Background: an optimization exercise with open tools, aiming at small area, a short achievable clock period and few clock cycles per item. Do not read the settings as production practice. Only simulation tests tie the RTL to the original design; equivalence was not proved. Power is estimated from default activity; no workload was simulated.

==> design/flow/design.v <==
module err_estimat
(
   input wire         clk,
   input wire         rst,
   input wire         i_start,
   input wire  [20:0] i_nv,
   input wire  [24:0] i_nu,
   input wire  [20:0] i_no,
   input wire  [20:0] i_mv,
   input wire  [20:0] i_mo,
   output wire [31:0] o_s1,
   output wire [31:0] o_e1,
   output reg         o_vld,
   output wire        o_error
);
localparam [3391:0] TT_l_x6 = 3392'hfe00000000000000fe00000000000000fe00000000000000fe00000000000000fe00000000000000fe00000000000000fe00000000000000fe00000000000000fe00000000000000fe00000000000000fe00000000000000fe00000000000000fe00000000000000fe00000000000000fe00000000000000fe00000000000000fe00000000000000fe00000000000000fe00000000000000feffffff00000000feff0000ffff0000fe00ff00ff00ff00fe000001fffffffffefffffe0000fffffe003ffe00ff003ffe00c0feff0700c0fe1fc07e03f81fc07ee1c78e1c78e1c78e26c9b26c9b26c9b24a5294a5294a5294e318c6318c6318c62d6b5ad6b4a5294a6739cc6319ce739854a5aa5295a94a541ef00f78c33ce10e66333399cccc6632aa5555aa5555aa54ffff00ffff00fffe00ff0f00ff3f00fe007ff001ffc007fe0f81f03e0fc1f83e738e31ce31c639c69496d652525a4a4a313363e6c6cc9c98ad2a52d5a5aa5a547887788ff00ff00e99999b9333333332aaaaa9b5555555540f7ffce000073ffef0873ce10f78c31e3399cc663399cc6655aa55aa55aa55aa;
function [52:0] l_x6;
    input [5:0] d;
    integer j;
    for (j = 0; j < 53; j = j + 1) l_x6[j] = TT_l_x6[j*64 + d];
endfunction
localparam [423:0] TT_l_no = 424'hfefefefefefefefefefefefefefefefefefefe3ec64a98547e8e922492b4e62a706cda6c4a18d48e922492b4e62a706cda6c5accaa;
function [52:0] l_no;
    input [2:0] d;
    integer j;
    for (j = 0; j < 53; j = j + 1) l_no[j] = TT_l_no[j*8 + d];
endfunction
localparam [2367:0] TT_l_y6 = 2368'hf0f0f8f8fcfcfefef0f0f8f8fcfc7e7ef17138381c1c8e8e3692dbc96d24b6925ab4695ab469d2b43366cc3366cc996655aa5555aa55aaaa00ffff0000ffff00ff00ff00ff00ff000000000000000000ffffff0000000000000000ffff000000ff0000ff00ff0000ffff000000ffff00ffff00ffff00ff0000ffff00ffff000000ff0000ff00ff00ff0000ffff00000000ff00ff00ff0000ffffffffffffff000000ffffffffff00ffff000000ffff0000ff0000ff00ff00000000ffff000000ff0000ff00ff0000ffff000000ffff0000ff00ffff00ff00ffff0000ffff0000ff00ff00ff00ff000000000000000000000000000000000000000000000000000000000000000000ffffffff00000000ffff0000ffff0000ff00ff00ff00ff000000000000000000;
function [36:0] l_y6;
    input [5:0] d;
    integer j;
    for (j = 0; j < 37; j = j + 1) l_y6[j] = TT_l_y6[j*64 + d];
endfunction
localparam [847:0] TT_l_nutop = 848'hfffefffefffefffefffefffefffefffefffefffefffefffefffefffefffefffefffefffefffefffefffefffefffefffefffefffe3ffec07ec78ec9b2529418c6694a3398aa540f0e33325554fffefffe07fef83e18c6694a3398aa540f0e3332555401fe1e1e6666aaaa;
function [52:0] l_nutop;
    input [3:0] d;
    integer j;
    for (j = 0; j < 53; j = j + 1) l_nutop[j] = TT_l_nutop[j*16 + d];
endfunction
reg         sp;                  
reg         st_mul, st_div, dfirst;
reg   [2:0] cnt;
reg   [5:0] rows;                
reg  [20:0] rnv, rnu, rno, rmv, rmo;
reg  [52:0] ax;
reg  [33:0] hy;
reg  [28:0] rr;                  
reg         wc, wq, noz;
reg         f_ylez, f_ez, f_s1z, f_s1err;
wire start = ~rst & i_start & ~sp;
wire [52:0] ox  = ax << 3;
wire [52:0] lx1 = l_x6({rnv[20:18], rnu[20:18]});
wire [52:0] lx2 = l_no(rno[20:18]);
wire [52:0] xa  = ox ^ lx1 ^ lx2;
wire [52:0] xb  = {(ox[51:0] & lx1[51:0]) | (ox[51:0] & lx2[51:0]) | (lx1[51:0] & lx2[51:0]), 1'b0};
wire [52:0] ax_h;
add53 u_ax (.a(xa), .b(xb), .s(ax_h));
wire [36:0] ly = l_y6({rmv[2:0], rmo[2:0]});
wire [36:0] sy;
add37 u_sy (.a({{3{hy[33]}}, hy}), .b(ly), .s(sy));
wire last_mul = (cnt == 3'd6);
wire        xneg  = ax[52] ^ (ax[51] & wc);
wire        xtopz = wc ? (ax[52:51] == 2'b11) : (ax[52:51] == 2'b00);
wire        xzero = xtopz & (ax[50:0] == 51'd0);
wire [28:0] sd    = ax[50:22];
wire        s1z   = xneg | (sd == 29'd0);
wire [52:0] yw = {hy[31:0], rmv};
wire        yneg  = hy[32] ^ wq;
wire        ylez  = yneg | (yw == 53'd0);
wire        ez    = ylez | s1z;
wire [30:0] t  = {rr, yw[52:51]};
wire [31:0] c1, c2, c3x;
sub32 u_c1 (.a({1'b0, t}), .b(~{3'b0, sd}), .s(c1));
sub32 u_c2 (.a({1'b0, t}), .b(~{2'b0, sd, 1'b0}), .s(c2));
wire [31:0] ua = ~{1'b0, t}, ub = {3'b0, sd}, uc = {2'b0, sd, 1'b0};
wire [31:0] us = ua ^ ub ^ uc;
wire [31:0] uk = {(ua[30:0] & ub[30:0]) | (ua[30:0] & uc[30:0]) | (ub[30:0] & uc[30:0]), 1'b0};
add32 u_c3 (.a(us), .b(uk), .s(c3x));
wire [31:0] c3 = ~c3x;
wire        g1 = ~c1[31], g2 = ~c2[31], g3 = ~c3[31];
wire        q1 = g2;
wire        q0 = g3 | (g1 & ~g2);
wire [28:0] rnext = g3 ? c3[28:0] : g2 ? c2[28:0] : g1 ? c1[28:0] : t[28:0];
wire [31:0] tm = yw[52:21];
wire [31:0] hm;
genvar gi;
generate for (gi = 0; gi <= 31; gi = gi + 1) begin : g_hm
    if (gi >= 28) begin : g1
        assign hm[gi] = 1'b1;
    end else begin : g0
        assign hm[gi] = ~|sd[28:gi+1];
    end
end endgenerate
wire sk = dfirst & ~|(tm & hm);
wire [5:0] rows_n = rows - (sk ? 6'd32 : 6'd2);
wire div_done = st_div & ((dfirst & ez) | (rows_n == 6'd0));
always @(posedge clk) begin
    sp <= i_start;
    if (rst) begin
        st_mul <= 1'b0;
        st_div <= 1'b0;
        o_vld  <= 1'b0;
    end else begin
        o_vld  <= div_done & ~start;
        st_mul <= start | (st_mul & ~last_mul);
        st_div <= ~start & ((st_mul & last_mul) | (st_div & ~div_done));
    end
end
always @(posedge clk) begin
    dfirst <= st_mul & last_mul;
    cnt <= st_mul ? cnt + 3'd1 : 3'd0;
    if (st_mul) begin
        rnv <= rnv << 3;
        rnu <= rnu << 3;
        rno <= rno << 3;
        rmo <= rmo >> 3;
    end else begin
        rnv <= i_nv;
        rnu <= i_nu[20:0];
        rno <= i_no;
        rmo <= i_mo;
    end
    if (st_mul & (cnt == 3'd0)) begin
        wc  <= (rno > 21'd1361165);
        wq  <= (rmo > 21'd1677721);
        noz <= (rno == 21'd0);
    end
    if (dfirst) begin
        f_ylez  <= ylez;
        f_ez    <= ez;
        f_s1z   <= s1z;
        f_s1err <= xneg | (xzero & noz);
    end
    if (st_mul)
        ax <= ax_h;
    else if (~st_div)
        ax <= l_nutop(i_nu[24:21]);
    if (st_mul) begin
        hy  <= sy[36:3];
        rmv <= {sy[2:0], rmv[20:3]};
    end else if (st_div) begin
        if (sk)
            {hy[31:0], rmv} <= {yw[20:0], 32'd0};
        else
            {hy[31:0], rmv} <= {yw[50:0], q1, q0};
    end else begin
        hy  <= 34'd0;
        rmv <= i_mv;
    end
    rows <= st_div ? rows_n : 6'd52;
    rr <= ~st_div ? 29'd0 : sk ? tm[28:0] : rnext;
end
wire [31:0] e1   = {yw[30:0], 1'b0};
wire        e1gt = (|e1[31:25]) | (e1[24] & (|e1[23:0]));
assign o_s1    = f_s1z ? 32'd0 : {3'd0, sd};
assign o_e1    = f_ez ? 32'd0 : e1;
assign o_error = f_s1err | f_ylez | (~f_ez & e1gt);
endmodule
module add53 (input wire [52:0] a, input wire [52:0] b, output wire [52:0] s);
wire [52:0] p = a ^ b;
wire [52:0] g = a & b;
wire g_0 = g[1] | (p[1] & g[0]);
wire g_1 = g[3] | (p[3] & g[2]), p_1 = p[3] & p[2];
wire g_2 = g[5] | (p[5] & g[4]), p_2 = p[5] & p[4];
wire g_3 = g[7] | (p[7] & g[6]), p_3 = p[7] & p[6];
wire g_4 = g[9] | (p[9] & g[8]), p_4 = p[9] & p[8];
wire g_5 = g[11] | (p[11] & g[10]), p_5 = p[11] & p[10];
wire g_6 = g[13] | (p[13] & g[12]), p_6 = p[13] & p[12];
wire g_7 = g[15] | (p[15] & g[14]), p_7 = p[15] & p[14];
wire g_8 = g[17] | (p[17] & g[16]), p_8 = p[17] & p[16];
wire g_9 = g[19] | (p[19] & g[18]), p_9 = p[19] & p[18];
wire g_10 = g[21] | (p[21] & g[20]), p_10 = p[21] & p[20];
wire g_11 = g[23] | (p[23] & g[22]), p_11 = p[23] & p[22];
wire g_12 = g[25] | (p[25] & g[24]), p_12 = p[25] & p[24];
wire g_13 = g[27] | (p[27] & g[26]), p_13 = p[27] & p[26];
wire g_14 = g[29] | (p[29] & g[28]), p_14 = p[29] & p[28];
wire g_15 = g[31] | (p[31] & g[30]), p_15 = p[31] & p[30];
wire g_16 = g[33] | (p[33] & g[32]), p_16 = p[33] & p[32];
wire g_17 = g[35] | (p[35] & g[34]), p_17 = p[35] & p[34];
wire g_18 = g[37] | (p[37] & g[36]), p_18 = p[37] & p[36];
wire g_19 = g[39] | (p[39] & g[38]), p_19 = p[39] & p[38];
wire g_20 = g[41] | (p[41] & g[40]), p_20 = p[41] & p[40];
wire g_21 = g[43] | (p[43] & g[42]), p_21 = p[43] & p[42];
wire g_22 = g[45] | (p[45] & g[44]), p_22 = p[45] & p[44];
wire g_23 = g[47] | (p[47] & g[46]), p_23 = p[47] & p[46];
wire g_24 = g[49] | (p[49] & g[48]), p_24 = p[49] & p[48];
wire g_25 = g[51] | (p[51] & g[50]), p_25 = p[51] & p[50];
wire g_26 = g[2] | (p[2] & g_0);
wire g_27 = g_1 | (p_1 & g_0);
wire g_28 = g[6] | (p[6] & g_2), p_28 = p[6] & p_2;
wire g_29 = g_3 | (p_3 & g_2), p_29 = p_3 & p_2;
wire g_30 = g[10] | (p[10] & g_4), p_30 = p[10] & p_4;
wire g_31 = g_5 | (p_5 & g_4), p_31 = p_5 & p_4;
wire g_32 = g[14] | (p[14] & g_6), p_32 = p[14] & p_6;
wire g_33 = g_7 | (p_7 & g_6), p_33 = p_7 & p_6;
wire g_34 = g[18] | (p[18] & g_8), p_34 = p[18] & p_8;
wire g_35 = g_9 | (p_9 & g_8), p_35 = p_9 & p_8;
wire g_36 = g[22] | (p[22] & g_10), p_36 = p[22] & p_10;
wire g_37 = g_11 | (p_11 & g_10), p_37 = p_11 & p_10;
wire g_38 = g[26] | (p[26] & g_12), p_38 = p[26] & p_12;
wire g_39 = g_13 | (p_13 & g_12), p_39 = p_13 & p_12;
wire g_40 = g[30] | (p[30] & g_14), p_40 = p[30] & p_14;
wire g_41 = g_15 | (p_15 & g_14), p_41 = p_15 & p_14;
wire g_42 = g[34] | (p[34] & g_16), p_42 = p[34] & p_16;
wire g_43 = g_17 | (p_17 & g_16), p_43 = p_17 & p_16;
wire g_44 = g[38] | (p[38] & g_18), p_44 = p[38] & p_18;
wire g_45 = g_19 | (p_19 & g_18), p_45 = p_19 & p_18;
wire g_46 = g[42] | (p[42] & g_20), p_46 = p[42] & p_20;
wire g_47 = g_21 | (p_21 & g_20), p_47 = p_21 & p_20;
wire g_48 = g[46] | (p[46] & g_22), p_48 = p[46] & p_22;
wire g_49 = g_23 | (p_23 & g_22), p_49 = p_23 & p_22;
wire g_50 = g[50] | (p[50] & g_24), p_50 = p[50] & p_24;
wire g_51 = g_25 | (p_25 & g_24), p_51 = p_25 & p_24;
wire g_52 = g[4] | (p[4] & g_27);
wire g_53 = g_2 | (p_2 & g_27);
wire g_54 = g_28 | (p_28 & g_27);
wire g_55 = g_29 | (p_29 & g_27);
wire g_56 = g[12] | (p[12] & g_31), p_56 = p[12] & p_31;
wire g_57 = g_6 | (p_6 & g_31), p_57 = p_6 & p_31;
wire g_58 = g_32 | (p_32 & g_31), p_58 = p_32 & p_31;
wire g_59 = g_33 | (p_33 & g_31), p_59 = p_33 & p_31;
wire g_60 = g[20] | (p[20] & g_35), p_60 = p[20] & p_35;
wire g_61 = g_10 | (p_10 & g_35), p_61 = p_10 & p_35;
wire g_62 = g_36 | (p_36 & g_35), p_62 = p_36 & p_35;
wire g_63 = g_37 | (p_37 & g_35), p_63 = p_37 & p_35;
wire g_64 = g[28] | (p[28] & g_39), p_64 = p[28] & p_39;
wire g_65 = g_14 | (p_14 & g_39), p_65 = p_14 & p_39;
wire g_66 = g_40 | (p_40 & g_39), p_66 = p_40 & p_39;
wire g_67 = g_41 | (p_41 & g_39), p_67 = p_41 & p_39;
wire g_68 = g[36] | (p[36] & g_43), p_68 = p[36] & p_43;
wire g_69 = g_18 | (p_18 & g_43), p_69 = p_18 & p_43;
wire g_70 = g_44 | (p_44 & g_43), p_70 = p_44 & p_43;
wire g_71 = g_45 | (p_45 & g_43), p_71 = p_45 & p_43;
wire g_72 = g[44] | (p[44] & g_47), p_72 = p[44] & p_47;
wire g_73 = g_22 | (p_22 & g_47), p_73 = p_22 & p_47;
wire g_74 = g_48 | (p_48 & g_47), p_74 = p_48 & p_47;
wire g_75 = g_49 | (p_49 & g_47), p_75 = p_49 & p_47;
wire g_76 = g[52] | (p[52] & g_51), p_76 = p[52] & p_51;
wire g_77 = g[8] | (p[8] & g_55);
wire g_78 = g_4 | (p_4 & g_55);
wire g_79 = g_30 | (p_30 & g_55);
wire g_80 = g_31 | (p_31 & g_55);
wire g_81 = g_56 | (p_56 & g_55);
wire g_82 = g_57 | (p_57 & g_55);
wire g_83 = g_58 | (p_58 & g_55);
wire g_84 = g_59 | (p_59 & g_55);
wire g_85 = g[24] | (p[24] & g_63), p_85 = p[24] & p_63;
wire g_86 = g_12 | (p_12 & g_63), p_86 = p_12 & p_63;
wire g_87 = g_38 | (p_38 & g_63), p_87 = p_38 & p_63;
wire g_88 = g_39 | (p_39 & g_63), p_88 = p_39 & p_63;
wire g_89 = g_64 | (p_64 & g_63), p_89 = p_64 & p_63;
wire g_90 = g_65 | (p_65 & g_63), p_90 = p_65 & p_63;
wire g_91 = g_66 | (p_66 & g_63), p_91 = p_66 & p_63;
wire g_92 = g_67 | (p_67 & g_63), p_92 = p_67 & p_63;
wire g_93 = g[40] | (p[40] & g_71), p_93 = p[40] & p_71;
wire g_94 = g_20 | (p_20 & g_71), p_94 = p_20 & p_71;
wire g_95 = g_46 | (p_46 & g_71), p_95 = p_46 & p_71;
wire g_96 = g_47 | (p_47 & g_71), p_96 = p_47 & p_71;
wire g_97 = g_72 | (p_72 & g_71), p_97 = p_72 & p_71;
wire g_98 = g_73 | (p_73 & g_71), p_98 = p_73 & p_71;
wire g_99 = g_74 | (p_74 & g_71), p_99 = p_74 & p_71;
wire g_100 = g_75 | (p_75 & g_71), p_100 = p_75 & p_71;
wire g_101 = g[16] | (p[16] & g_84);
wire g_102 = g_8 | (p_8 & g_84);
wire g_103 = g_34 | (p_34 & g_84);
wire g_104 = g_35 | (p_35 & g_84);
wire g_105 = g_60 | (p_60 & g_84);
wire g_106 = g_61 | (p_61 & g_84);
wire g_107 = g_62 | (p_62 & g_84);
wire g_108 = g_63 | (p_63 & g_84);
wire g_109 = g_85 | (p_85 & g_84);
wire g_110 = g_86 | (p_86 & g_84);
wire g_111 = g_87 | (p_87 & g_84);
wire g_112 = g_88 | (p_88 & g_84);
wire g_113 = g_89 | (p_89 & g_84);
wire g_114 = g_90 | (p_90 & g_84);
wire g_115 = g_91 | (p_91 & g_84);
wire g_116 = g_92 | (p_92 & g_84);
wire g_117 = g[48] | (p[48] & g_100), p_117 = p[48] & p_100;
wire g_118 = g_24 | (p_24 & g_100), p_118 = p_24 & p_100;
wire g_119 = g_50 | (p_50 & g_100), p_119 = p_50 & p_100;
wire g_120 = g_51 | (p_51 & g_100), p_120 = p_51 & p_100;
wire g_121 = g_76 | (p_76 & g_100), p_121 = p_76 & p_100;
wire g_122 = g[32] | (p[32] & g_116);
wire g_123 = g_16 | (p_16 & g_116);
wire g_124 = g_42 | (p_42 & g_116);
wire g_125 = g_43 | (p_43 & g_116);
wire g_126 = g_68 | (p_68 & g_116);
wire g_127 = g_69 | (p_69 & g_116);
wire g_128 = g_70 | (p_70 & g_116);
wire g_129 = g_71 | (p_71 & g_116);
wire g_130 = g_93 | (p_93 & g_116);
wire g_131 = g_94 | (p_94 & g_116);
wire g_132 = g_95 | (p_95 & g_116);
wire g_133 = g_96 | (p_96 & g_116);
wire g_134 = g_97 | (p_97 & g_116);
wire g_135 = g_98 | (p_98 & g_116);
wire g_136 = g_99 | (p_99 & g_116);
wire g_137 = g_100 | (p_100 & g_116);
wire g_138 = g_117 | (p_117 & g_116);
wire g_139 = g_118 | (p_118 & g_116);
wire g_140 = g_119 | (p_119 & g_116);
wire g_141 = g_120 | (p_120 & g_116);
wire g_142 = g_121 | (p_121 & g_116);
wire [52:0] c = {g_141, g_140, g_139, g_138, g_137, g_136, g_135, g_134, g_133, g_132, g_131, g_130, g_129, g_128, g_127, g_126, g_125, g_124, g_123, g_122, g_116, g_115, g_114, g_113, g_112, g_111, g_110, g_109, g_108, g_107, g_106, g_105, g_104, g_103, g_102, g_101, g_84, g_83, g_82, g_81, g_80, g_79, g_78, g_77, g_55, g_54, g_53, g_52, g_27, g_26, g_0, g[0], 1'b0};
assign s = p ^ c;
endmodule
module add37 (input wire [36:0] a, input wire [36:0] b, output wire [36:0] s);
wire [36:0] p = a ^ b;
wire [36:0] g = a & b;
wire g_0 = g[1] | (p[1] & g[0]);
wire g_1 = g[3] | (p[3] & g[2]), p_1 = p[3] & p[2];
wire g_2 = g[5] | (p[5] & g[4]), p_2 = p[5] & p[4];
wire g_3 = g[7] | (p[7] & g[6]), p_3 = p[7] & p[6];
wire g_4 = g[9] | (p[9] & g[8]), p_4 = p[9] & p[8];
wire g_5 = g[11] | (p[11] & g[10]), p_5 = p[11] & p[10];
wire g_6 = g[13] | (p[13] & g[12]), p_6 = p[13] & p[12];
wire g_7 = g[15] | (p[15] & g[14]), p_7 = p[15] & p[14];
wire g_8 = g[17] | (p[17] & g[16]), p_8 = p[17] & p[16];
wire g_9 = g[19] | (p[19] & g[18]), p_9 = p[19] & p[18];
wire g_10 = g[21] | (p[21] & g[20]), p_10 = p[21] & p[20];
wire g_11 = g[23] | (p[23] & g[22]), p_11 = p[23] & p[22];
wire g_12 = g[25] | (p[25] & g[24]), p_12 = p[25] & p[24];
wire g_13 = g[27] | (p[27] & g[26]), p_13 = p[27] & p[26];
wire g_14 = g[29] | (p[29] & g[28]), p_14 = p[29] & p[28];
wire g_15 = g[31] | (p[31] & g[30]), p_15 = p[31] & p[30];
wire g_16 = g[33] | (p[33] & g[32]), p_16 = p[33] & p[32];
wire g_17 = g[35] | (p[35] & g[34]), p_17 = p[35] & p[34];
wire g_18 = g[2] | (p[2] & g_0);
wire g_19 = g_1 | (p_1 & g_0);
wire g_20 = g[6] | (p[6] & g_2), p_20 = p[6] & p_2;
wire g_21 = g_3 | (p_3 & g_2), p_21 = p_3 & p_2;
wire g_22 = g[10] | (p[10] & g_4), p_22 = p[10] & p_4;
wire g_23 = g_5 | (p_5 & g_4), p_23 = p_5 & p_4;
wire g_24 = g[14] | (p[14] & g_6), p_24 = p[14] & p_6;
wire g_25 = g_7 | (p_7 & g_6), p_25 = p_7 & p_6;
wire g_26 = g[18] | (p[18] & g_8), p_26 = p[18] & p_8;
wire g_27 = g_9 | (p_9 & g_8), p_27 = p_9 & p_8;
wire g_28 = g[22] | (p[22] & g_10), p_28 = p[22] & p_10;
wire g_29 = g_11 | (p_11 & g_10), p_29 = p_11 & p_10;
wire g_30 = g[26] | (p[26] & g_12), p_30 = p[26] & p_12;
wire g_31 = g_13 | (p_13 & g_12), p_31 = p_13 & p_12;
wire g_32 = g[30] | (p[30] & g_14), p_32 = p[30] & p_14;
wire g_33 = g_15 | (p_15 & g_14), p_33 = p_15 & p_14;
wire g_34 = g[34] | (p[34] & g_16), p_34 = p[34] & p_16;
wire g_35 = g_17 | (p_17 & g_16), p_35 = p_17 & p_16;
wire g_36 = g[4] | (p[4] & g_19);
wire g_37 = g_2 | (p_2 & g_19);
wire g_38 = g_20 | (p_20 & g_19);
wire g_39 = g_21 | (p_21 & g_19);
wire g_40 = g[12] | (p[12] & g_23), p_40 = p[12] & p_23;
wire g_41 = g_6 | (p_6 & g_23), p_41 = p_6 & p_23;
wire g_42 = g_24 | (p_24 & g_23), p_42 = p_24 & p_23;
wire g_43 = g_25 | (p_25 & g_23), p_43 = p_25 & p_23;
wire g_44 = g[20] | (p[20] & g_27), p_44 = p[20] & p_27;
wire g_45 = g_10 | (p_10 & g_27), p_45 = p_10 & p_27;
wire g_46 = g_28 | (p_28 & g_27), p_46 = p_28 & p_27;
wire g_47 = g_29 | (p_29 & g_27), p_47 = p_29 & p_27;
wire g_48 = g[28] | (p[28] & g_31), p_48 = p[28] & p_31;
wire g_49 = g_14 | (p_14 & g_31), p_49 = p_14 & p_31;
wire g_50 = g_32 | (p_32 & g_31), p_50 = p_32 & p_31;
wire g_51 = g_33 | (p_33 & g_31), p_51 = p_33 & p_31;
wire g_52 = g[36] | (p[36] & g_35), p_52 = p[36] & p_35;
wire g_53 = g[8] | (p[8] & g_39);
wire g_54 = g_4 | (p_4 & g_39);
wire g_55 = g_22 | (p_22 & g_39);
wire g_56 = g_23 | (p_23 & g_39);
wire g_57 = g_40 | (p_40 & g_39);
wire g_58 = g_41 | (p_41 & g_39);
wire g_59 = g_42 | (p_42 & g_39);
wire g_60 = g_43 | (p_43 & g_39);
wire g_61 = g[24] | (p[24] & g_47), p_61 = p[24] & p_47;
wire g_62 = g_12 | (p_12 & g_47), p_62 = p_12 & p_47;
wire g_63 = g_30 | (p_30 & g_47), p_63 = p_30 & p_47;
wire g_64 = g_31 | (p_31 & g_47), p_64 = p_31 & p_47;
wire g_65 = g_48 | (p_48 & g_47), p_65 = p_48 & p_47;
wire g_66 = g_49 | (p_49 & g_47), p_66 = p_49 & p_47;
wire g_67 = g_50 | (p_50 & g_47), p_67 = p_50 & p_47;
wire g_68 = g_51 | (p_51 & g_47), p_68 = p_51 & p_47;
wire g_69 = g[16] | (p[16] & g_60);
wire g_70 = g_8 | (p_8 & g_60);
wire g_71 = g_26 | (p_26 & g_60);
wire g_72 = g_27 | (p_27 & g_60);
wire g_73 = g_44 | (p_44 & g_60);
wire g_74 = g_45 | (p_45 & g_60);
wire g_75 = g_46 | (p_46 & g_60);
wire g_76 = g_47 | (p_47 & g_60);
wire g_77 = g_61 | (p_61 & g_60);
wire g_78 = g_62 | (p_62 & g_60);
wire g_79 = g_63 | (p_63 & g_60);
wire g_80 = g_64 | (p_64 & g_60);
wire g_81 = g_65 | (p_65 & g_60);
wire g_82 = g_66 | (p_66 & g_60);
wire g_83 = g_67 | (p_67 & g_60);
wire g_84 = g_68 | (p_68 & g_60);
wire g_85 = g[32] | (p[32] & g_84);
wire g_86 = g_16 | (p_16 & g_84);
wire g_87 = g_34 | (p_34 & g_84);
wire g_88 = g_35 | (p_35 & g_84);
wire g_89 = g_52 | (p_52 & g_84);
wire [36:0] c = {g_88, g_87, g_86, g_85, g_84, g_83, g_82, g_81, g_80, g_79, g_78, g_77, g_76, g_75, g_74, g_73, g_72, g_71, g_70, g_69, g_60, g_59, g_58, g_57, g_56, g_55, g_54, g_53, g_39, g_38, g_37, g_36, g_19, g_18, g_0, g[0], 1'b0};
assign s = p ^ c;
endmodule
module add32 (input wire [31:0] a, input wire [31:0] b, output wire [31:0] s);
wire [31:0] p = a ^ b;
wire [31:0] g = a & b;
wire g_0 = g[1] | (p[1] & g[0]);
wire g_1 = g[3] | (p[3] & g[2]), p_1 = p[3] & p[2];
wire g_2 = g[5] | (p[5] & g[4]), p_2 = p[5] & p[4];
wire g_3 = g[7] | (p[7] & g[6]), p_3 = p[7] & p[6];
wire g_4 = g[9] | (p[9] & g[8]), p_4 = p[9] & p[8];
wire g_5 = g[11] | (p[11] & g[10]), p_5 = p[11] & p[10];
wire g_6 = g[13] | (p[13] & g[12]), p_6 = p[13] & p[12];
wire g_7 = g[15] | (p[15] & g[14]), p_7 = p[15] & p[14];
wire g_8 = g[17] | (p[17] & g[16]), p_8 = p[17] & p[16];
wire g_9 = g[19] | (p[19] & g[18]), p_9 = p[19] & p[18];
wire g_10 = g[21] | (p[21] & g[20]), p_10 = p[21] & p[20];
wire g_11 = g[23] | (p[23] & g[22]), p_11 = p[23] & p[22];
wire g_12 = g[25] | (p[25] & g[24]), p_12 = p[25] & p[24];
wire g_13 = g[27] | (p[27] & g[26]), p_13 = p[27] & p[26];
wire g_14 = g[29] | (p[29] & g[28]), p_14 = p[29] & p[28];
wire g_15 = g[31] | (p[31] & g[30]), p_15 = p[31] & p[30];
wire g_16 = g[2] | (p[2] & g_0);
wire g_17 = g_1 | (p_1 & g_0);
wire g_18 = g[6] | (p[6] & g_2), p_18 = p[6] & p_2;
wire g_19 = g_3 | (p_3 & g_2), p_19 = p_3 & p_2;
wire g_20 = g[10] | (p[10] & g_4), p_20 = p[10] & p_4;
wire g_21 = g_5 | (p_5 & g_4), p_21 = p_5 & p_4;
wire g_22 = g[14] | (p[14] & g_6), p_22 = p[14] & p_6;
wire g_23 = g_7 | (p_7 & g_6), p_23 = p_7 & p_6;
wire g_24 = g[18] | (p[18] & g_8), p_24 = p[18] & p_8;
wire g_25 = g_9 | (p_9 & g_8), p_25 = p_9 & p_8;
wire g_26 = g[22] | (p[22] & g_10), p_26 = p[22] & p_10;
wire g_27 = g_11 | (p_11 & g_10), p_27 = p_11 & p_10;
wire g_28 = g[26] | (p[26] & g_12), p_28 = p[26] & p_12;
wire g_29 = g_13 | (p_13 & g_12), p_29 = p_13 & p_12;
wire g_30 = g[30] | (p[30] & g_14), p_30 = p[30] & p_14;
wire g_31 = g_15 | (p_15 & g_14), p_31 = p_15 & p_14;
wire g_32 = g[4] | (p[4] & g_17);
wire g_33 = g_2 | (p_2 & g_17);
wire g_34 = g_18 | (p_18 & g_17);
wire g_35 = g_19 | (p_19 & g_17);
wire g_36 = g[12] | (p[12] & g_21), p_36 = p[12] & p_21;
wire g_37 = g_6 | (p_6 & g_21), p_37 = p_6 & p_21;
wire g_38 = g_22 | (p_22 & g_21), p_38 = p_22 & p_21;
wire g_39 = g_23 | (p_23 & g_21), p_39 = p_23 & p_21;
wire g_40 = g[20] | (p[20] & g_25), p_40 = p[20] & p_25;
wire g_41 = g_10 | (p_10 & g_25), p_41 = p_10 & p_25;
wire g_42 = g_26 | (p_26 & g_25), p_42 = p_26 & p_25;
wire g_43 = g_27 | (p_27 & g_25), p_43 = p_27 & p_25;
wire g_44 = g[28] | (p[28] & g_29), p_44 = p[28] & p_29;
wire g_45 = g_14 | (p_14 & g_29), p_45 = p_14 & p_29;
wire g_46 = g_30 | (p_30 & g_29), p_46 = p_30 & p_29;
wire g_47 = g_31 | (p_31 & g_29), p_47 = p_31 & p_29;
wire g_48 = g[8] | (p[8] & g_35);
wire g_49 = g_4 | (p_4 & g_35);
wire g_50 = g_20 | (p_20 & g_35);
wire g_51 = g_21 | (p_21 & g_35);
wire g_52 = g_36 | (p_36 & g_35);
wire g_53 = g_37 | (p_37 & g_35);
wire g_54 = g_38 | (p_38 & g_35);
wire g_55 = g_39 | (p_39 & g_35);
wire g_56 = g[24] | (p[24] & g_43), p_56 = p[24] & p_43;
wire g_57 = g_12 | (p_12 & g_43), p_57 = p_12 & p_43;
wire g_58 = g_28 | (p_28 & g_43), p_58 = p_28 & p_43;
wire g_59 = g_29 | (p_29 & g_43), p_59 = p_29 & p_43;
wire g_60 = g_44 | (p_44 & g_43), p_60 = p_44 & p_43;
wire g_61 = g_45 | (p_45 & g_43), p_61 = p_45 & p_43;
wire g_62 = g_46 | (p_46 & g_43), p_62 = p_46 & p_43;
wire g_63 = g_47 | (p_47 & g_43), p_63 = p_47 & p_43;
wire g_64 = g[16] | (p[16] & g_55);
wire g_65 = g_8 | (p_8 & g_55);
wire g_66 = g_24 | (p_24 & g_55);
wire g_67 = g_25 | (p_25 & g_55);
wire g_68 = g_40 | (p_40 & g_55);
wire g_69 = g_41 | (p_41 & g_55);
wire g_70 = g_42 | (p_42 & g_55);
wire g_71 = g_43 | (p_43 & g_55);
wire g_72 = g_56 | (p_56 & g_55);
wire g_73 = g_57 | (p_57 & g_55);
wire g_74 = g_58 | (p_58 & g_55);
wire g_75 = g_59 | (p_59 & g_55);
wire g_76 = g_60 | (p_60 & g_55);
wire g_77 = g_61 | (p_61 & g_55);
wire g_78 = g_62 | (p_62 & g_55);
wire g_79 = g_63 | (p_63 & g_55);
wire [31:0] c = {g_78, g_77, g_76, g_75, g_74, g_73, g_72, g_71, g_70, g_69, g_68, g_67, g_66, g_65, g_64, g_55, g_54, g_53, g_52, g_51, g_50, g_49, g_48, g_35, g_34, g_33, g_32, g_17, g_16, g_0, g[0], 1'b0};
assign s = p ^ c;
endmodule
module sub32 (input wire [31:0] a, input wire [31:0] b, output wire [31:0] s);
wire [31:0] p = a ^ b;
wire [31:0] g = {a[31:1] & b[31:1], a[0] | b[0]};
wire g_0 = g[1] | (p[1] & g[0]);
wire g_1 = g[3] | (p[3] & g[2]), p_1 = p[3] & p[2];
wire g_2 = g[5] | (p[5] & g[4]), p_2 = p[5] & p[4];
wire g_3 = g[7] | (p[7] & g[6]), p_3 = p[7] & p[6];
wire g_4 = g[9] | (p[9] & g[8]), p_4 = p[9] & p[8];
wire g_5 = g[11] | (p[11] & g[10]), p_5 = p[11] & p[10];
wire g_6 = g[13] | (p[13] & g[12]), p_6 = p[13] & p[12];
wire g_7 = g[15] | (p[15] & g[14]), p_7 = p[15] & p[14];
wire g_8 = g[17] | (p[17] & g[16]), p_8 = p[17] & p[16];
wire g_9 = g[19] | (p[19] & g[18]), p_9 = p[19] & p[18];
wire g_10 = g[21] | (p[21] & g[20]), p_10 = p[21] & p[20];
wire g_11 = g[23] | (p[23] & g[22]), p_11 = p[23] & p[22];
wire g_12 = g[25] | (p[25] & g[24]), p_12 = p[25] & p[24];
wire g_13 = g[27] | (p[27] & g[26]), p_13 = p[27] & p[26];
wire g_14 = g[29] | (p[29] & g[28]), p_14 = p[29] & p[28];
wire g_15 = g[31] | (p[31] & g[30]), p_15 = p[31] & p[30];
wire g_16 = g[2] | (p[2] & g_0);
wire g_17 = g_1 | (p_1 & g_0);
wire g_18 = g[6] | (p[6] & g_2), p_18 = p[6] & p_2;
wire g_19 = g_3 | (p_3 & g_2), p_19 = p_3 & p_2;
wire g_20 = g[10] | (p[10] & g_4), p_20 = p[10] & p_4;
wire g_21 = g_5 | (p_5 & g_4), p_21 = p_5 & p_4;
wire g_22 = g[14] | (p[14] & g_6), p_22 = p[14] & p_6;
wire g_23 = g_7 | (p_7 & g_6), p_23 = p_7 & p_6;
wire g_24 = g[18] | (p[18] & g_8), p_24 = p[18] & p_8;
wire g_25 = g_9 | (p_9 & g_8), p_25 = p_9 & p_8;
wire g_26 = g[22] | (p[22] & g_10), p_26 = p[22] & p_10;
wire g_27 = g_11 | (p_11 & g_10), p_27 = p_11 & p_10;
wire g_28 = g[26] | (p[26] & g_12), p_28 = p[26] & p_12;
wire g_29 = g_13 | (p_13 & g_12), p_29 = p_13 & p_12;
wire g_30 = g[30] | (p[30] & g_14), p_30 = p[30] & p_14;
wire g_31 = g_15 | (p_15 & g_14), p_31 = p_15 & p_14;
wire g_32 = g[4] | (p[4] & g_17);
wire g_33 = g_2 | (p_2 & g_17);
wire g_34 = g_18 | (p_18 & g_17);
wire g_35 = g_19 | (p_19 & g_17);
wire g_36 = g[12] | (p[12] & g_21), p_36 = p[12] & p_21;
wire g_37 = g_6 | (p_6 & g_21), p_37 = p_6 & p_21;
wire g_38 = g_22 | (p_22 & g_21), p_38 = p_22 & p_21;
wire g_39 = g_23 | (p_23 & g_21), p_39 = p_23 & p_21;
wire g_40 = g[20] | (p[20] & g_25), p_40 = p[20] & p_25;
wire g_41 = g_10 | (p_10 & g_25), p_41 = p_10 & p_25;
wire g_42 = g_26 | (p_26 & g_25), p_42 = p_26 & p_25;
wire g_43 = g_27 | (p_27 & g_25), p_43 = p_27 & p_25;
wire g_44 = g[28] | (p[28] & g_29), p_44 = p[28] & p_29;
wire g_45 = g_14 | (p_14 & g_29), p_45 = p_14 & p_29;
wire g_46 = g_30 | (p_30 & g_29), p_46 = p_30 & p_29;
wire g_47 = g_31 | (p_31 & g_29), p_47 = p_31 & p_29;
wire g_48 = g[8] | (p[8] & g_35);
wire g_49 = g_4 | (p_4 & g_35);
wire g_50 = g_20 | (p_20 & g_35);
wire g_51 = g_21 | (p_21 & g_35);
wire g_52 = g_36 | (p_36 & g_35);
wire g_53 = g_37 | (p_37 & g_35);
wire g_54 = g_38 | (p_38 & g_35);
wire g_55 = g_39 | (p_39 & g_35);
wire g_56 = g[24] | (p[24] & g_43), p_56 = p[24] & p_43;
wire g_57 = g_12 | (p_12 & g_43), p_57 = p_12 & p_43;
wire g_58 = g_28 | (p_28 & g_43), p_58 = p_28 & p_43;
wire g_59 = g_29 | (p_29 & g_43), p_59 = p_29 & p_43;
wire g_60 = g_44 | (p_44 & g_43), p_60 = p_44 & p_43;
wire g_61 = g_45 | (p_45 & g_43), p_61 = p_45 & p_43;
wire g_62 = g_46 | (p_46 & g_43), p_62 = p_46 & p_43;
wire g_63 = g_47 | (p_47 & g_43), p_63 = p_47 & p_43;
wire g_64 = g[16] | (p[16] & g_55);
wire g_65 = g_8 | (p_8 & g_55);
wire g_66 = g_24 | (p_24 & g_55);
wire g_67 = g_25 | (p_25 & g_55);
wire g_68 = g_40 | (p_40 & g_55);
wire g_69 = g_41 | (p_41 & g_55);
wire g_70 = g_42 | (p_42 & g_55);
wire g_71 = g_43 | (p_43 & g_55);
wire g_72 = g_56 | (p_56 & g_55);
wire g_73 = g_57 | (p_57 & g_55);
wire g_74 = g_58 | (p_58 & g_55);
wire g_75 = g_59 | (p_59 & g_55);
wire g_76 = g_60 | (p_60 & g_55);
wire g_77 = g_61 | (p_61 & g_55);
wire g_78 = g_62 | (p_62 & g_55);
wire g_79 = g_63 | (p_63 & g_55);
wire [31:0] c = {g_78, g_77, g_76, g_75, g_74, g_73, g_72, g_71, g_70, g_69, g_68, g_67, g_66, g_65, g_64, g_55, g_54, g_53, g_52, g_51, g_50, g_49, g_48, g_35, g_34, g_33, g_32, g_17, g_16, g_0, g[0], 1'b1};
assign s = {p[31:1] ^ c[31:1], ~p[0]};
endmodule
==> design/flow/run.sh <==
#!/bin/bash
# synth_recipe.tcl (not shown) runs the flow's synth.tcl, then flattens the netlist and writes it again
# the make line also repeats each setting of config.mk as NAME=value (left out here)
make -C /OpenROAD-flow-scripts/flow DESIGN_CONFIG=/design/flow/config.mk WORK_HOME=/design/flow/orfs CLKGATE_MAP_FILE= SYNTH_SCRIPT=/design/flow/synth_recipe.tcl finish
==> design/flow/config.mk <==
export PLATFORM = sky130hd
export DESIGN_NAME = err_estimat
export DESIGN_NICKNAME = err_estimat
export VERILOG_FILES = /design/flow/design.v
export SDC_FILE = /design/flow/constraint.sdc
export NUM_CORES = 4
export LEC_CHECK = 0
export CAP_MARGIN = 20
export CORE_MARGIN = 2
export CORE_UTILIZATION = 40
export PLACE_DENSITY = 0.6
export SETUP_SLACK_MARGIN = 5
export SLEW_MARGIN = 20
==> design/flow/constraint.sdc <==
create_clock -name core_clock -period 10.0 [get_ports {clk}]
set_input_delay 2.0000 -clock core_clock [delete_from_list [all_inputs] [get_ports {clk}]]
set_output_delay 2.0000 -clock core_clock [all_outputs]
set_load 0.01 [all_outputs]
==> results.txt <==
## per-stage QoR
step | cells | setup slack (ns) | utilization [%] | hold WS (ns)
after floorplan | 2635 | 5.00 | - | 0.402
after global placement | 3442 | 3.37 | 44.7 | 0.415
after detailed placement | 3442 | 3.24 | 44.7 | 0.432
after CTS | 3518 | 4.97 | 47.4 | 0.447
after global routing | 3555 | 4.69 | 48.6 | 0.465
final | 3555 | 4.92 | 48.6 | 0.438
## layout by cell type (no fill, tap or decap), drive strengths merged, types with 23 or more instances in the layout
cell and n:
inv 207, buf 75, nor3 50, xor2 63
edfxtp 62, o22ai 26, mux2 78, nand2 215
xnor2 90, ha 210, a211oi 49, clkdlybuf4s50 172
nand3 48, nor2b 56, a31oi 24, o21ai 186
fa 99, o211ai 28, clkbuf 51, and3 29
a21oi 207, nor4 23, nor2 197, mux2i 31
dfxtp 179, a21o 79
## state kept, by name (all words and copies together) (netlist names), 3 cells and up
| register | cells |
|---|---|
| ax | 53 |
| cnt | 3 |
| hy | 34 |
| rmo | 21 |
| rmv | 21 |
| rno | 21 |
| rnu | 21 |
| rnv | 21 |
| rows | 5 |
| rr | 29 |
## timing repair
action	CTS	global route
cloned	4	3
endpoints found under the setup margin	49	37
pin swaps	7	31
resized for setup	63	62
setup buffers	20	32
## power by group
| group | switching, mW | leakage (nW) | internal [mW] | total [mW] |
|---|---|---|---|---|
| Combinational | 1.63 | 8.64 | 1.30 | 2.93 |
| Sequential | 0.157 | 2.10 | 1.12 | 1.28 |
| Clock | 0.435 | 0.490 | 0.673 | 1.11 |
| Total | 2.22 | 11.2 | 3.09 | 5.31 |
## cells in the mapped netlist (all sizes together) (24+ instances only)
library cell,n,area (µm²)
nand2,215,810
ha,210,2630
inv,210,788
a21oi,207,1040
nor2,197,749
o21ai,186,931
dfxtp,179,3580
clkbuf,104,390
fa,99,1980
xnor2,90,788
a21o,79,593
mux2,78,878
xor2,63,552
edfxtp,62,1860
nor2b,56,350
nor3,50,255
a211oi,49,408
nand3,48,240
buf,32,189
mux2i,31,310
and3,29,181
o211ai,28,210
o22ai,26,163
a31oi,24,165
## kinds of logic (layout without fill, tap and decap cells)
kind of cell / Yosys count / in the layout / share of synthesized area [%]
and+or+nand+nor: 703 / 703 / 14.8
buffers and inverters: 353 / 525 / 6.26
adders and majority gates: 310 / 310 / 20.7
muxes: 112 / 112 / 5.64
DFF: 241 / 241 / 24.4
AOI/OAI and AO/OA: 759 / 759 / 22.1
xor gates and xnor gates: 153 / 153 / 6.02
other: 1 / 4 / 0.0168
## worst max-delay path, stage by stage, from the launching register on
cell and delay (ns):
dfxtp_4 0.43, clkinv_8 0.09, ha_4 0.32, nand2b_4 0.16, o21ai_4 0.06, mux4_2 0.52, a21oi_2 0.19, fa_1 0.46
ha_4 0.29, a211oi_4 0.28, o21ai_1 0.08, o211ai_1 0.25, nand3b_1 0.17, o221ai_4 0.26, o21bai_4 0.09, a221o_1 0.43
buf_4 0.16, a21o_1 0.18, a21oi_2 0.15, xnor2_1 0.08, a21o_1 0.17
## layout make-up
| class | count | area, µm² |
|---|---|---|
| inverter | 217 | 865 |
| timing repair buffer | 254 | 2590 |
| multi-input combinational | 2041 | 15900 |
| clock inverter | 5 | 82.6 |
| timing repair inverter | 2 | 15.0 |
| sequential | 241 | 5460 |
| clock buffer | 47 | 916 |
| fill | 5290 | 28300 |
| tap | 748 | 936 |
## per-layer routing
| layer | vias up | share of wire, % | global-route usage, % |
|---|---|---|---|
| met4 | 0 | 4.2 | 9.71 |
| met2 | 705 | 49 | 42.8 |
| met1 | 9911 | 42 | 31.3 |
| li1 | 9684 | - | - |
| met3 | 173 | 5.3 | 2.92 |
| met5 | - | 0 | 0 |
## worst paths after layout
check / start / end / slack [ns] / cells after the start
worst max register to register: rnu[19] / ax[42] / 4.92 / 20
worst min register to register: cnt[0] / cnt[0] / 0.44 / 1
worst min-delay path: cnt[0] / cnt[0] / 0.44 / 1
worst max-delay path: rnu[19] / ax[42] / 4.92 / 20
==> results.yml <==
placement:
  place_area_um2: 24600
  finalWeightedCongestion: 0.943
  dp_hpwl_um: 54000
  port_buffers: 173
routing:
  drc: 0
  first_pass_iters: 6
  dr.first_iter.drc_count: 1543
  post_drt_wl_per_cell_um: 20.8
  wl_um: 73800
  avgViaCountPerCell: 5.76
  vias: 20500
  antenna_left: 0
global_route:
  antenna_found_initial: 0
  first_global_vias: 20200
  grtUsageTotal_pct: 24.7
  grt_overflow_total: 0
  grt_max_degree: 69
  grt_pass1_wl_um: 112000
floorplan:
  start_util_pct: 40.4
  row_count: 86
  dieHeight_um: 240
  io_pins: 178
  die_w_um: 240
  die-area_um2: 57600
  coreArea_um2: 55100
critical_path:
  path_class: "reg2reg"
  cp-start-kind: "flip-flop"
  cp-end-kind: "flip-flop"
  crit_fanout: 5
  cp.arrival_ns: 5.42
  required_ns: 10.34
sta:
  finalHoldViolCount: 0
  fin_worst_skew_ns: 0.0162
  clock.fmax_mhz: 197
  maxSlewHeadroom_pct: 27.0
  setup_violations: 0
  fin_crit_ns: 5.08
  worst_pin_slew_ns: 1.09
  final_max_slew_viol_count: 0
  finalSetupTns_ns: 0
  final.period_utilization_pct: 50.8
  rsz0062_at_grt: "true"
clocking:
  hold_buffers: 0
  htreeDepth: 1
  cts_max_path_buffers: 3
  numClockSinks: 241
  root_buffer: "clkbuf_16"
  clk_latency_ns: 0.58
  cts_tree: "done"
  path_clk_slew_ns: 0.06
  numCtsBuffers: 29
finish:
  drive_gt1_share_pct: 11.9
  nNetsFinal: 3207
  stdcell_area_um2: 26800
  antenna_cells: 0
  areaGrowthSynthToFinish_pct: 20.2
synthesis:
  yosysWarnings: 1
  synthCells: 2632
  async_flop_share_pct: 0
  yosys_most_used_dff: "dfxtp_1"
  synth_edf_count: 62
  ys_ff_latch: 241
  netlist_area_um2: 22300
  yosys.cell_types.count: 90
  avgSynthCellArea_um2: 8.46
  ys_seq_area_share_pct: 24.4
pwr:
  leakage_nw: 11.2
  pwr_density_cell_nw_per_um2: 198
  ir_drop_mv: 0.134
  p_total_mw: 5.31
status:
  status: "finished clean"
flow_run:
  max-cap-violations: 0
worst_hold_path:
  min_path_type: "reg2reg"
Testbench counts, summed over its fixed seeds: cycles 22,800, items 1,200.

[port drivers added, routing unchanged]
Ports are ideal in the flow. The routed layout listed here was re-timed in OpenROAD. Step 1: set_driving_cell puts a clkbuf_16 on clk and a buf_2 on each other input, an assumption about the parent block. Step 2 adds t to the input delays and takes it off the output delays; t is the mean of the earliest and latest rising clock arrival at the registers after step 1. Input paths then give back, and output paths get back, about the clock's delay inside the block. Slacks: ideal / step 1 / step 2; pairs: ideal / step 1.
shift t [ns]: 0.631
setup WS [ns]: 4.925 / 4.925 / 4.925
worst setup path at the end: register to register
clock arrival spread, ns: 0.017 / 0.016
After both steps setup and hold are still met in this run. The setup slack of this run moves by 0.000 ns with the drivers and by 0.000 ns with both steps.
